Background: an optimization exercise with open tools, aiming at small area, a short achievable clock period and few clock cycles. Do not read the settings as production practice. RTL that was checked went through simulation tests only; none was proved equivalent to the original. Power and IR drop assume default switching activity.

## run A
==> flow/design.v <==
module mycpu
  (
   input  logic        clk,
   input  logic        rst_n,
   output logic [15:0] a_out,
   input  logic [15:0] d_in,
   output logic [15:0] d_out,
   input  logic [15:0] io_in,
   output logic        wen_out,
   output logic        iom_out
   );
   function automatic logic [15:0] add16(input logic [15:0] a, input logic [15:0] b,
                                         input logic ci);
      logic [15:0] g, p, gg, pp, gn, pn;
      g = a & b;
      p = a ^ b;
      gg = g; pp = p;
      for (int d = 1; d < 16; d = d * 2) begin
         gn = gg; pn = pp;
         for (int i = d; i < 16; i++) begin
            gn[i] = gg[i] | (pp[i] & gg[i-d]);
            pn[i] = pp[i] & pp[i-d];
         end
         gg = gn; pp = pn;
      end
      add16[0] = p[0] ^ ci;
      for (int i = 1; i < 16; i++)
        add16[i] = p[i] ^ (gg[i-1] | (pp[i-1] & ci));
   endfunction
   function automatic logic [19:0] add20(input logic [19:0] a, input logic [19:0] b,
                                         input logic ci);
      logic [19:0] g, p, gg, pp, gn, pn;
      g = a & b;
      p = a ^ b;
      gg = g; pp = p;
      for (int d = 1; d < 20; d = d * 2) begin
         gn = gg; pn = pp;
         for (int i = d; i < 20; i++) begin
            gn[i] = gg[i] | (pp[i] & gg[i-d]);
            pn[i] = pp[i] & pp[i-d];
         end
         gg = gn; pp = pn;
      end
      add20[0] = p[0] ^ ci;
      for (int i = 1; i < 20; i++)
        add20[i] = p[i] ^ (gg[i-1] | (pp[i-1] & ci));
   endfunction
   function automatic logic [2:0] benc(input logic [2:0] b);
      benc[2] = b[1] ^ b[0];
      benc[1] = (b[2] & ~b[1] & ~b[0]) | (~b[2] & b[1] & b[0]);
      benc[0] = b[2];
   endfunction
   function automatic logic [16:0] brow(input logic [2:0] c, input logic [15:0] a);
      brow = ({17{c[2]}} & {a[15], a} | {17{c[1]}} & {a, 1'b0}) ^ {17{c[0]}};
   endfunction
   logic [15:0] pc;                  
   logic [15:0] ar;                  
   logic        started;             
   logic        halted;
   logic        d_valid;
   logic [15:0] d_ir;
   logic [2:0]  d_ra;                
   logic        d_ldi, d_breg, d_bimm, d_bones;
   logic        d_brc;               
   logic        e_valid;
   logic        e_bus;               
   logic        e_wr;                
   logic        e_io;                
   logic        e_add, e_log, e_shr, e_shl, e_mul, e_cin, e_binv, e_fill;
   logic [3:0]  e_lt;                
   logic        e_we, e_ld, e_ior, e_br, e_cond, e_hal;
   logic [2:0]  e_dr;
   logic [2:0]  e_sh;                
   logic [15:0] oa, ob;              
   logic [15:0] ms;                  
   logic        mfirst;              
   logic [5:0]  bc;                  
   logic [2:0]  mk;                  
   logic        mshort;              
   logic [7:0][15:0] rf;
   wire [6:0] op = d_ir[15:9];
   wire [2:0] f_dr = d_ir[8:6];
   wire [2:0] f_sb = d_ir[2:0];
   wire o_inc = op == 7'b0000001, o_add = op == 7'b0000010,
        o_mul  = op == 7'b0000011, o_sra = op == 7'b0000100, o_sub = op == 7'b0000101,
        o_dec  = op == 7'b0000110, o_sla = op == 7'b0000111, o_and = op == 7'b0001000,
        o_or   = op == 7'b0001001, o_xor = op == 7'b0001010, o_not = op == 7'b0001011,
        o_shr  = op == 7'b0001101, o_shl = op == 7'b0001110,
        o_ldi  = op == 7'b1001100, o_adi = op == 7'b1000010,
        o_ld   = op == 7'b0010000, o_st  = op == 7'b0100000, o_ior = op == 7'b0010001,
        o_iow  = op == 7'b0100001, o_brz = op == 7'b1100000, o_brn = op == 7'b1100001,
        o_jmp  = op == 7'b1110000;
   wire c_log = (op[6:4] == 3'b000 && (op[3] || op[2:0] == 3'b000) &&
                 !o_shr && !o_shl) || o_ldi;
   wire c_add = o_inc | o_add | o_sub | o_dec | o_adi;
   wire c_shr = o_sra | o_shr;
   wire c_shl = o_sla | o_shl;
   wire c_we  = c_add | c_log | c_shr | c_shl | o_mul | o_ld | o_ior;
   wire c_bus = o_ld | o_st | o_ior | o_iow;
   wire c_hal = !(c_we | o_st | o_iow | o_brz | o_brn | o_jmp);
   wire [3:0] lt = o_and ? 4'b1000 : o_or ? 4'b1110 : o_xor ? 4'b0110 :
                   o_not ? 4'b0011 : 4'b1100;
   wire [6:0] n_op   = d_in[15:9];
   wire       n_swap = n_op == 7'b0001100 || n_op == 7'b0001101 || n_op == 7'b0001110;
   wire       n_breg = n_op == 7'b0000010 || n_op == 7'b0000101 || n_op == 7'b0001000 ||
                       n_op == 7'b0001001 || n_op == 7'b0001010 || n_op == 7'b0000011 ||
                       n_op == 7'b0100000 || n_op == 7'b0100001;
   wire       n_bimm = n_op == 7'b1000010 || n_op == 7'b0000100 || n_op == 7'b0000111;
   wire mul_busy = e_valid && e_mul && !(mshort ? mk == 3'd1 : mk == 3'd4);
   wire e_taken  = e_valid && e_br && e_cond;
   wire e_halt   = e_valid && e_hal;
   wire e_inb    = e_valid && (e_ld || e_ior);    
   wire [15:0] sum = add16(oa, ob ^ {16{e_binv}}, e_cin);
   wire [15:0] lgc = ({16{e_lt[3]}} & oa & ob) | ({16{e_lt[2]}} & oa & ~ob) |
                     ({16{e_lt[1]}} & ~oa & ob) | ({16{e_lt[0]}} & ~oa & ~ob);
   wire        fill = e_fill & oa[15];
   wire [15:0] shr1 = {fill, oa[15:1]};
   wire [15:0] shr2 = e_sh[0] ? {fill, shr1[15:1]} : shr1;
   wire [15:0] shr3 = e_sh[1] ? {{2{fill}}, shr2[15:2]} : shr2;
   wire [15:0] shr  = e_sh[2] ? {{4{fill}}, shr3[15:4]} : shr3;
   wire [15:0] shl1 = {oa[14:0], 1'b0};
   wire [15:0] shl2 = e_sh[0] ? {shl1[14:0], 1'b0} : shl1;
   wire [15:0] shl3 = e_sh[1] ? {shl2[13:0], 2'b0} : shl2;
   wire [15:0] shl  = e_sh[2] ? {shl3[11:0], 4'b0} : shl3;
   wire        mok  = mshort ? (ms[15:11] == {5{ms[11]}}) : (ms == {16{ob[15]}});
   wire [15:0] mval = mshort ? {ms[11:0], ob[15:12]} : ob;
   wire [15:0] mres = mok ? mval : (ms[15] ? 16'h8000 : 16'h7fff);
   wire [15:0] alu  = ({16{e_add}} & sum) | ({16{e_log}} & lgc) | ({16{e_shr}} & shr) |
                      ({16{e_shl}} & shl) | ({16{e_mul}} & mres);
   wire [16:0] r0  = brow(bc[2:0], oa);
   wire [16:0] r1  = brow(bc[5:3], oa);
   wire [15:0] msv = ms & {16{!mfirst}};
   wire [19:0] x0  = {{4{msv[15]}}, msv};
   wire [19:0] x1  = {{3{r0[16]}}, r0};
   wire [19:0] x2  = {{1{r1[16]}}, r1, {2{bc[3]}}};
   wire [19:0] cs_s = x0 ^ x1 ^ x2;
   wire [19:0] cs_c = (x0 & x1) | (x0 & x2) | (x1 & x2);
   wire [19:0] mt  = add20(cs_s, {cs_c[18:0], bc[3]}, bc[0]);
   wire we = e_valid && e_we && !mul_busy && !e_inb;
   wire ld_e = !mul_busy && !e_inb;      
   wire [15:0] wd0 = alu & {16{started}};
   wire [15:0] rd_a = rf[d_ra];
   wire [15:0] rd_b = rf[f_sb];
   wire fwd   = e_valid && e_we && !mul_busy && !e_inb;
   wire fwd_a = fwd && e_dr == d_ra;
   wire fwd_b = fwd && e_dr == f_sb;
   wire [6:0]  offm = {f_dr[2], f_dr, f_sb} - 7'd1;
   wire [15:0] op_a = d_ldi ? {13'b0, f_sb} : d_brc ? pc : fwd_a ? alu : rd_a;
   wire [15:0] op_b = d_breg ? (fwd_b ? alu : rd_b) :
                      d_bimm ? {13'b0, f_sb} : d_brc ? {{9{offm[6]}}, offm} : {16{d_bones}};
   wire ra_zero = rd_a == 16'h0;
   wire ra_neg  = fwd_a ? alu[15] : rd_a[15];
   wire mul_wait = (o_mul && fwd_b) || (o_brz && fwd_a);
   wire e_stop = e_taken || e_halt || halted;
   wire adv    = d_valid && !mul_busy && !(e_valid && e_bus) && !e_stop && !mul_wait;
   wire fetch  = !mul_busy && !(e_valid && e_bus) && !e_stop && (adv || !d_valid);
   wire [15:0] pc_next = e_taken ? sum : fetch ? pc + 16'd1 : pc;
   assign a_out   = ar;
   assign d_out   = ob;
   assign wen_out = !e_wr;
   assign iom_out = e_io;
   always_ff @(posedge clk or negedge rst_n)
     if (!rst_n) begin
        pc      <= 16'h0;
        ar      <= 16'h0;
        started <= 1'b0;
        halted  <= 1'b0;
        d_valid <= 1'b0;
        e_valid <= 1'b0;
        e_bus   <= 1'b0;
        e_wr    <= 1'b0;
        e_io    <= 1'b0;
        mk      <= 3'd0;
     end else begin
        started <= 1'b1;
        if (e_halt) halted <= 1'b1;
        pc <= pc_next;
        ar <= (adv && c_bus) ? op_a : pc_next;
        if (e_stop) d_valid <= 1'b0;
        else if (fetch) d_valid <= 1'b1;
        else if (adv) d_valid <= 1'b0;
        if (!mul_busy) e_valid <= adv || e_inb;
        e_bus <= adv && c_bus;
        e_wr  <= adv && (o_st || o_iow);
        e_io  <= adv && (o_ior || o_iow);    
        if (mul_busy) mk <= mk + 3'd1;
        else mk <= 3'd0;
     end
   always_ff @(posedge clk) begin
      if (fetch) begin
         d_ir    <= d_in;
         d_ra    <= n_swap ? d_in[2:0] : d_in[5:3];
         d_ldi   <= n_op == 7'b1001100;
         d_breg  <= n_breg;
         d_bimm  <= n_bimm;
         d_bones <= n_op == 7'b0000110;
         d_brc   <= n_op == 7'b1100000 || n_op == 7'b1100001;
      end
      ms   <= mt[19:4];
      mfirst <= !mul_busy;
      e_cin  <= o_inc | o_sub;
      e_binv <= o_sub;
      e_fill <= o_sra;
      e_sh   <= (o_sra || o_sla) ? f_sb : 3'd0;
      e_lt   <= e_inb ? 4'b1100 : lt;
      e_add  <= ld_e && (c_add || o_brz || o_brn || o_jmp);
      e_log  <= e_inb || (ld_e && c_log);
      e_shr  <= ld_e && c_shr;
      e_shl  <= ld_e && c_shl;
      e_br   <= ld_e && (o_brz || o_brn || o_jmp);
      e_cond <= o_jmp || (o_brz && ra_zero) || (o_brn && ra_neg);
      e_hal  <= ld_e && c_hal;
      e_ld   <= ld_e && o_ld;
      e_ior  <= ld_e && o_ior;
      bc     <= mul_busy ? {benc(ob[7:5]), benc(ob[5:3])} : {benc(rd_b[3:1]), benc({rd_b[1:0], 1'b0})};
      ob     <= mul_busy ? {mt[3:0], ob[15:4]} : op_b;
      if (e_inb) oa <= e_ior ? io_in : d_in;
      else if (!mul_busy) oa <= op_a;
      if (!mul_busy) begin
         e_mul  <= ld_e && o_mul;
         e_we   <= e_inb || c_we;
         if (!e_inb) e_dr <= f_dr;
         mshort <= rd_b[15:3] == {13{rd_b[3]}};
      end
      for (int i = 0; i < 8; i++)
        if (!started || (we && e_dr == i)) rf[i] <= wd0;
   end
endmodule
==> flow/config.mk <==
export PLATFORM = sky130hd
export DESIGN_NAME = mycpu
export DESIGN_NICKNAME = mycpu
export VERILOG_FILES = /design/flow/design.v
export SDC_FILE = /design/flow/constraint.sdc
export NUM_CORES = 4
export LEC_CHECK = 0
export CAP_MARGIN = 20
export CORE_MARGIN = 2
export CORE_UTILIZATION = 40
export CTS_CLUSTER_DIAMETER = 100
export CTS_CLUSTER_SIZE = 25
export SLEW_MARGIN = 20
==> flow/constraint.sdc <==
create_clock -name core_clock -period 12.0 [get_ports {clk}]
set_input_delay 2.4000 -clock core_clock [delete_from_list [all_inputs] [get_ports {clk}]]
set_output_delay 2.4000 -clock core_clock [all_outputs]
set_load 0.01 [all_outputs]
standard.sh (not shown) runs the stock make flow with config.mk's settings and CLKGATE_MAP_FILE= SYNTH_SCRIPT=/design/flow/synth_recipe.tcl, a recipe that flattens the netlist after the stock synthesis.
==> flow/flow/run.sh <==
#!/bin/bash
# Standard layout; port buffers are buf_2 cells and repair_timing aims for extra setup slack.
set -euo pipefail
bash standard.sh "BUFFER_PORTS_ARGS=-buffer_cell sky130_fd_sc_hd__buf_2" SETUP_SLACK_MARGIN=8.5 finish > standard.log 2>&1
Testbench counts of run A, summed over its fixed seeds: cycles 261,871.
Inputs modified between run A and run B:
--- a/flow/design.v
+++ b/flow/design.v
@@ -69,6 +69,7 @@
    logic        e_add, e_log, e_shr, e_shl, e_mul, e_cin, e_binv, e_fill;
    logic [3:0]  e_lt;                
    logic        e_we, e_ld, e_ior, e_br, e_cond, e_hal;
+   logic        e_inc;               
    logic [2:0]  e_dr;
    logic [2:0]  e_sh;                
    logic [15:0] oa, ob;              
@@ -150,11 +151,17 @@
                       d_bimm ? {13'b0, f_sb} : d_brc ? {{9{offm[6]}}, offm} : {16{d_bones}};
    wire ra_zero = rd_a == 16'h0;
    wire ra_neg  = fwd_a ? alu[15] : rd_a[15];
-   wire mul_wait = (o_mul && fwd_b) || (o_brz && fwd_a);
+   wire inc_neg  = oa[15] ^ (&oa[14:0]);
+   wire inc_zero = &oa;
+   wire known_d  = !fwd_a || e_inc;
+   wire cond_d   = o_brn ? (fwd_a ? inc_neg : rd_a[15]) : (fwd_a ? inc_zero : ra_zero);
+   wire [15:0] tgt_d = pc + {{9{offm[6]}}, offm};
+   wire mul_wait = (o_mul && fwd_b) || (o_brz && fwd_a && !e_inc);
    wire e_stop = e_taken || e_halt || halted;
    wire adv    = d_valid && !mul_busy && !(e_valid && e_bus) && !e_stop && !mul_wait;
    wire fetch  = !mul_busy && !(e_valid && e_bus) && !e_stop && (adv || !d_valid);
-   wire [15:0] pc_next = e_taken ? sum : fetch ? pc + 16'd1 : pc;
+   wire d_redirect = adv && d_brc && known_d && cond_d;
+   wire [15:0] pc_next = e_taken ? sum : d_redirect ? tgt_d : fetch ? pc + 16'd1 : pc;
    assign a_out   = ar;
    assign d_out   = ob;
    assign wen_out = !e_wr;
@@ -176,7 +183,7 @@
         if (e_halt) halted <= 1'b1;
         pc <= pc_next;
         ar <= (adv && c_bus) ? op_a : pc_next;
-        if (e_stop) d_valid <= 1'b0;
+        if (e_stop || d_redirect) d_valid <= 1'b0;
         else if (fetch) d_valid <= 1'b1;
         else if (adv) d_valid <= 1'b0;
         if (!mul_busy) e_valid <= adv || e_inb;
@@ -207,7 +214,8 @@
       e_log  <= e_inb || (ld_e && c_log);
       e_shr  <= ld_e && c_shr;
       e_shl  <= ld_e && c_shl;
-      e_br   <= ld_e && (o_brz || o_brn || o_jmp);
+      e_br   <= ld_e && (o_jmp || ((o_brz || o_brn) && !known_d));
+      e_inc  <= ld_e && o_inc;
       e_cond <= o_jmp || (o_brz && ra_zero) || (o_brn && ra_neg);
       e_hal  <= ld_e && c_hal;
       e_ld   <= ld_e && o_ld;
Findings:
Of run B and run A, it is run B that has the higher wire length of the first global-routing pass. Combinational family with the most area after synthesis = simple AND/OR/NAND/NOR gates: run B; combinational family with the most area after synthesis = multiplexers: run A. Between run A and run B, the clock input transition at the sequential cells of the worst setup and hold paths figures differ only marginally. Critical path depth was lower in run B than in run A. Sequential cell count of the final layout (higher): run B. Run A → run B: number of non-filler instances in the completed layout went up 384, power after layout went up about 5.6%, final count of hold timing violations held. Hold slack in run B vs run A: down 3.7 ps. Run B: full flow OK, the timing, design-rule and antenna checks passed. Re slew at the pin closest to its max-slew limit: run B is 200 ps up on run A. Going from run A to run B, final design instance area without fill climbed 0.0030 mm2; area growth from synthesis to layout went up.
Only the layout flow was run in run B; the RTL was not checked for function there.

[re-timing with driven ports]
No port has a modelled driver above. Below, the same layouts with a new extraction and two added sets of constraints.
Step 1, drivers: a clkbuf_16 drives clk and a buf_2 each remaining input, both assumed.
Step 2 also shifts input and output timing later by t, the mid clock arrival at the registers, as if the neighbouring blocks saw the same clock.
Three values: ideal, step 1, step 2; two values: the first two.
| run | shift t [ns] | slack for setup (ns) | worst slew at a driven data input, ns |
|---|---|---|---|
| run A | 0.592 | 8.427 / 8.424 / 8.384 | 0.04 |
| run B | 0.597 | 8.435 / 8.392 / 8.277 | 0.04 |
After both steps every run listed still meets setup and hold. For run B, which loses most, drivers alone change the setup slack by -0.043 ns; drivers and shift together by -0.158 ns.
